This is an optimization exercise on Yosys and OpenROAD, whose aim is small area, a short achievable clock period and few clock cycles, not a production implementation.
The RTL was checked by simulation tests, not by an equivalence proof against the original design.
Power and IR drop assume default switching activity.

Setup of job 824:
// fib
module fib (
        ap_clk,
        ap_rst,
        ap_start,
        ap_done,
        ap_idle,
        ap_ready,
        n,
        ap_return
);
input   ap_clk;
input   ap_rst;
input   ap_start;
output   ap_done;
output   ap_idle;
output   ap_ready;
input  [31:0] n;
output  [63:0] ap_return;
reg busy;         
reg done_r;       
reg idle_r;       
reg init;         
reg [5:0] ph;     
reg cy;           
reg bw;           
reg nz;           
reg [63:0] a;     
reg [63:0] b;     
reg [31:0] r;     
wire in_tab = (n[31:7] == 25'd0);
wire [63:0] rom;
fib_rom u_rom (
    .x0(n[6]), .x1(n[5]), .x2(n[4]), .x3(n[3]), .x4(n[2]), .x5(n[1]), .x6(n[0]),
    .z00(rom[0]),
    .z01(rom[1]),
    .z02(rom[2]),
    .z03(rom[3]),
    .z04(rom[4]),
    .z05(rom[5]),
    .z06(rom[6]),
    .z07(rom[7]),
    .z08(rom[8]),
    .z09(rom[9]),
    .z10(rom[10]),
    .z11(rom[11]),
    .z12(rom[12]),
    .z13(rom[13]),
    .z14(rom[14]),
    .z15(rom[15]),
    .z16(rom[16]),
    .z17(rom[17]),
    .z18(rom[18]),
    .z19(rom[19]),
    .z20(rom[20]),
    .z21(rom[21]),
    .z22(rom[22]),
    .z23(rom[23]),
    .z24(rom[24]),
    .z25(rom[25]),
    .z26(rom[26]),
    .z27(rom[27]),
    .z28(rom[28]),
    .z29(rom[29]),
    .z30(rom[30]),
    .z31(rom[31]),
    .z32(rom[32]),
    .z33(rom[33]),
    .z34(rom[34]),
    .z35(rom[35]),
    .z36(rom[36]),
    .z37(rom[37]),
    .z38(rom[38]),
    .z39(rom[39]),
    .z40(rom[40]),
    .z41(rom[41]),
    .z42(rom[42]),
    .z43(rom[43]),
    .z44(rom[44]),
    .z45(rom[45]),
    .z46(rom[46]),
    .z47(rom[47]),
    .z48(rom[48]),
    .z49(rom[49]),
    .z50(rom[50]),
    .z51(rom[51]),
    .z52(rom[52]),
    .z53(rom[53]),
    .z54(rom[54]),
    .z55(rom[55]),
    .z56(rom[56]),
    .z57(rom[57]),
    .z58(rom[58]),
  ...
Size: about 1500 cells after synthesis, roughly 170 flip-flops.
==> flow/config.mk <==
export PLATFORM = sky130hd
export DESIGN_NAME = fib
export DESIGN_NICKNAME = fib
export VERILOG_FILES = /design/flow/design.v
export SDC_FILE = /design/flow/constraint.sdc
export NUM_CORES = 4
export LEC_CHECK = 0
export ABC_AREA = 1
export CAP_MARGIN = 20
export CELL_PAD_IN_SITES_DETAIL_PLACEMENT = 1
export CELL_PAD_IN_SITES_GLOBAL_PLACEMENT = 2
export CORE_MARGIN = 2
export CORE_UTILIZATION = 30
export CTS_BUF_LIST = sky130_fd_sc_hd__clkbuf_8
export CTS_CLUSTER_DIAMETER = 40
export CTS_CLUSTER_SIZE = 12
export PLACE_DENSITY = 0.35
export SETUP_SLACK_MARGIN = 2.1
export SLEW_MARGIN = 20
==> flow/constraint.sdc <==
create_clock -name core_clock -period 4.5 [get_ports {ap_clk}]
set_input_delay 0.9000 -clock core_clock [delete_from_list [all_inputs] [get_ports {ap_clk}]]
set_output_delay 0.9000 -clock core_clock [all_outputs]
set_load 0.01 [all_outputs]
standard.sh (not shown) runs the stock make flow with config.mk's settings and CLKGATE_MAP_FILE= SYNTH_SCRIPT=/design/flow/synth_recipe.tcl, a recipe that flattens the netlist after the stock synthesis.
==> flow/flow/run.sh <==
#!/bin/bash
# The standard layout, with plain buffers (rather than delay cells) on the ports, sizing free to
# change a cell's footprint, and no half/full-adder extraction in synthesis (the only adder is a
# 6-bit counter; extraction mostly turns XOR pairs of the table logic into half-adder cells).
set -euo pipefail
bash standard.sh \
  ADDER_MAP_FILE= \
  "BUFFER_PORTS_ARGS=-buffer_cell sky130_fd_sc_hd__buf_2" \
  MATCH_CELL_FOOTPRINT=0 \
  finish > standard_flow.log 2>&1
Testbench counts of job 824, summed over its fixed seeds: cycles 1,024.
Input changes introduced in job 209 (baseline for comparison: job 824):
- removing CTS_CLUSTER_DIAMETER (formerly 40)
- changing CTS_CLUSTER_SIZE from 12 to 15
- changing SETUP_SLACK_MARGIN from 2.1 to 2.5
==> flow/flow/run.sh <==
#!/bin/bash
# The standard layout, with plain buffers (rather than delay cells) on the ports, and sizing free
# to change a cell's footprint so those buffers and the logic can be resized for timing.
set -euo pipefail
bash standard.sh \
  "BUFFER_PORTS_ARGS=-buffer_cell sky130_fd_sc_hd__buf_2" \
  MATCH_CELL_FOOTPRINT=0 \
  finish > standard_flow.log 2>&1
==> run summary <==
Fmax: job 209 better than job 824
Changes observed in job 209 relative to job 824: share of the clock period used by the worst path after layout went down by 1.9 points; number of vias in the routed layout went up by about 4%.
Delta (job 209 minus job 824): number of cells on the worst reg-to-reg path down 1; minimum period implied by the final worst setup slack down 87 ps; cell-internal power up 0.18 mW; synthesized area divided by synthesized cell count up 0.17 um^2; inverter count up 3.
Changes observed in job 209 relative to job 824: total number of placement rows up 1; fraction of area in registers saw a decrease.
Modified inputs, job 611 compared to job 209
- CTS_CLUSTER_SIZE changed from 15 to 20
- CELL_PAD_IN_SITES_DETAIL_PLACEMENT removed (was 1)
- CELL_PAD_IN_SITES_GLOBAL_PLACEMENT removed (was 2)
- SETUP_SLACK_MARGIN changed from 2.5 to 2.2
==> flow/flow/run.sh <==
#!/bin/bash
# The standard layout, with plain buffers (rather than delay cells) on the ports, sizing free to
# change a cell's footprint, and no half/full-adder extraction in synthesis (the only adder is a
# 6-bit counter; extraction mostly turns XOR pairs of the table logic into half-adder cells).
set -euo pipefail
bash standard.sh \
  ADDER_MAP_FILE= \
  "BUFFER_PORTS_ARGS=-buffer_cell sky130_fd_sc_hd__buf_2" \
  MATCH_CELL_FOOTPRINT=0 \
  finish > standard_flow.log 2>&1
In job 611 the register-to-register slack turned out 70 ps lower than in job 209. Diff job 209 -> job 611: fraction of area in clock buffers and inverters moved up, number of post-CTS setup repair buffers lower.
What job 9867 does differently from job 611 at the input level:
- SETUP_SLACK_MARGIN: 2.2 -> 2.3
- CELL_PAD_IN_SITES_GLOBAL_PLACEMENT: unset -> 2
- CTS_CLUSTER_SIZE: 20 -> unset
- CTS_BUF_LIST: sky130_fd_sc_hd__clkbuf_8 -> unset
- CELL_PAD_IN_SITES_DETAIL_PLACEMENT: unset -> 1
==> flow/flow/run.sh <==
#!/bin/bash
# The standard layout, with plain buffers (rather than delay cells) on the ports, and sizing free
# to change a cell's footprint so those buffers and the logic can be resized for timing.
set -euo pipefail
bash standard.sh \
  "BUFFER_PORTS_ARGS=-buffer_cell sky130_fd_sc_hd__buf_2" \
  MATCH_CELL_FOOTPRINT=0 \
  finish > standard_flow.log 2>&1
Findings:
- Job 9867: PASS, flow complete, no timing, DRC or antenna violations
- Worst hold slack, job 9867 and job 611: higher on job 611
- Job 9867 reports a higher adder-cell share of the synthesized area than job 611 does.
- Job 9867 vs. job 611: global placement routability congestion saw a decrease, total global-route track usage +0.39 points, sequential share of cell area fell 3.4 points, chip height went up about 1.8%, buffer share of cell area fell by 0.59 points.
- Taking job 611 as the reference, in job 9867 area after synthesis has increased; relative area change from synthesis to final layout rose by 12 points; clock period minus final worst setup slack went up 63 ps; met1 routed wirelength after detailed routing decreased 210 um.
Relative to job 9867, the following input files were edited for job 5333:
- CORE_UTILIZATION: 30 -> 40
- PLACE_DENSITY: 0.35 -> 0.45
[summary]
Job 5333 terminated abnormally: global routing reported GRT-0232.
Job 5333 vs. job 9867: area after detailed placement shows a reduction of 230 um^2, number of core rows moved down.
Diff job 9867 -> job 5333 | routability congestion estimate | increase of 21%
As far as average cell area after synthesis is concerned, job 9867 and job 5333 perform about the same.
Diff job 5333..job 9867 | synthesized cell count | unchanged
Changes in job 2979 relative to job 5333:
- CTS_CLUSTER_SIZE newly set to 20
- SETUP_SLACK_MARGIN changed from 2.3 to 2.0
- PLACE_DENSITY changed from 0.45 to 0.35
- CORE_UTILIZATION changed from 40 to 30
- CTS_BUF_LIST newly set to sky130_fd_sc_hd__clkbuf_8
Notes after the runs:
- Comparing job 5333 and job 2979, the higher horizontal extent of the die is on job 2979.
- Going from job 5333 to job 2979, the row count was found to have gone up by 9.
- Area after synthesis: job 2979 vs job 5333, no meaningful difference
- Re synthesized instance count: no difference whatsoever between job 2979 and job 5333.
- Job 2979 closes out successfully: all stages finished, all timing, DRC and antenna checks passed.
- Diff job 5333 -> job 2979 | die outline height | up by more than 10%
- Going from job 5333 to job 2979, post-cts resize count dropped about 60%; half-perimeter wire length of the detailed placement result climbed 27%; count of H-tree levels built during CTS barely changed.
- In the tables for job 5333 and job 2979, cell area reported after detailed placement reads higher with job 2979.
- On initial core utilization: job 2979 sits below job 5333.
- Of job 5333 and job 2979, the higher number of buffers inserted by post-CTS setup repair belongs to job 5333.

## static timing again, ports no longer ideal
Ports are ideal in the flow. The routed layouts listed here were re-timed in OpenROAD. Step 1, drivers: a clkbuf_16 drives ap_clk and a buf_2 each remaining input, both assumed. Step 2 moves the port delays by t, midway between the first and last clock arrival at a register: inputs arrive t later, outputs are due t later. That takes back most of the time a late clock gives input paths. Three values: ideal, step 1, step 2; two values: the first two.
| run | shift t [ns] | setup WS [ns] | hold WS [ns] | worst setup path at the end | worst slew at a driven data input, ns |
|---|---|---|---|---|---|
| job 824 | 0.567 | 1.983 / 1.994 / 1.427 | 0.314 / 0.314 / 0.314 | input to register | 0.04 |
| job 209 | 0.571 | 2.069 / 2.064 / 1.493 | 0.316 / 0.316 / 0.316 | input to register | 0.06 |
| job 611 | 0.551 | 2.106 / 2.113 / 1.562 | 0.327 / 0.327 / 0.327 | input to register | 0.07 |
| job 9867 | 0.518 | 2.043 / 2.012 / 1.493 | 0.322 / 0.322 / 0.322 | input to register | 0.08 |
| job 2979 | 0.571 | 1.831 / 1.863 / 1.292 | 0.328 / 0.328 / 0.328 | input to register | 0.04 |
After both steps setup and hold are still met in every run listed. For job 209, which loses most, drivers alone change the setup slack by -0.005 ns; drivers and shift together by -0.576 ns.
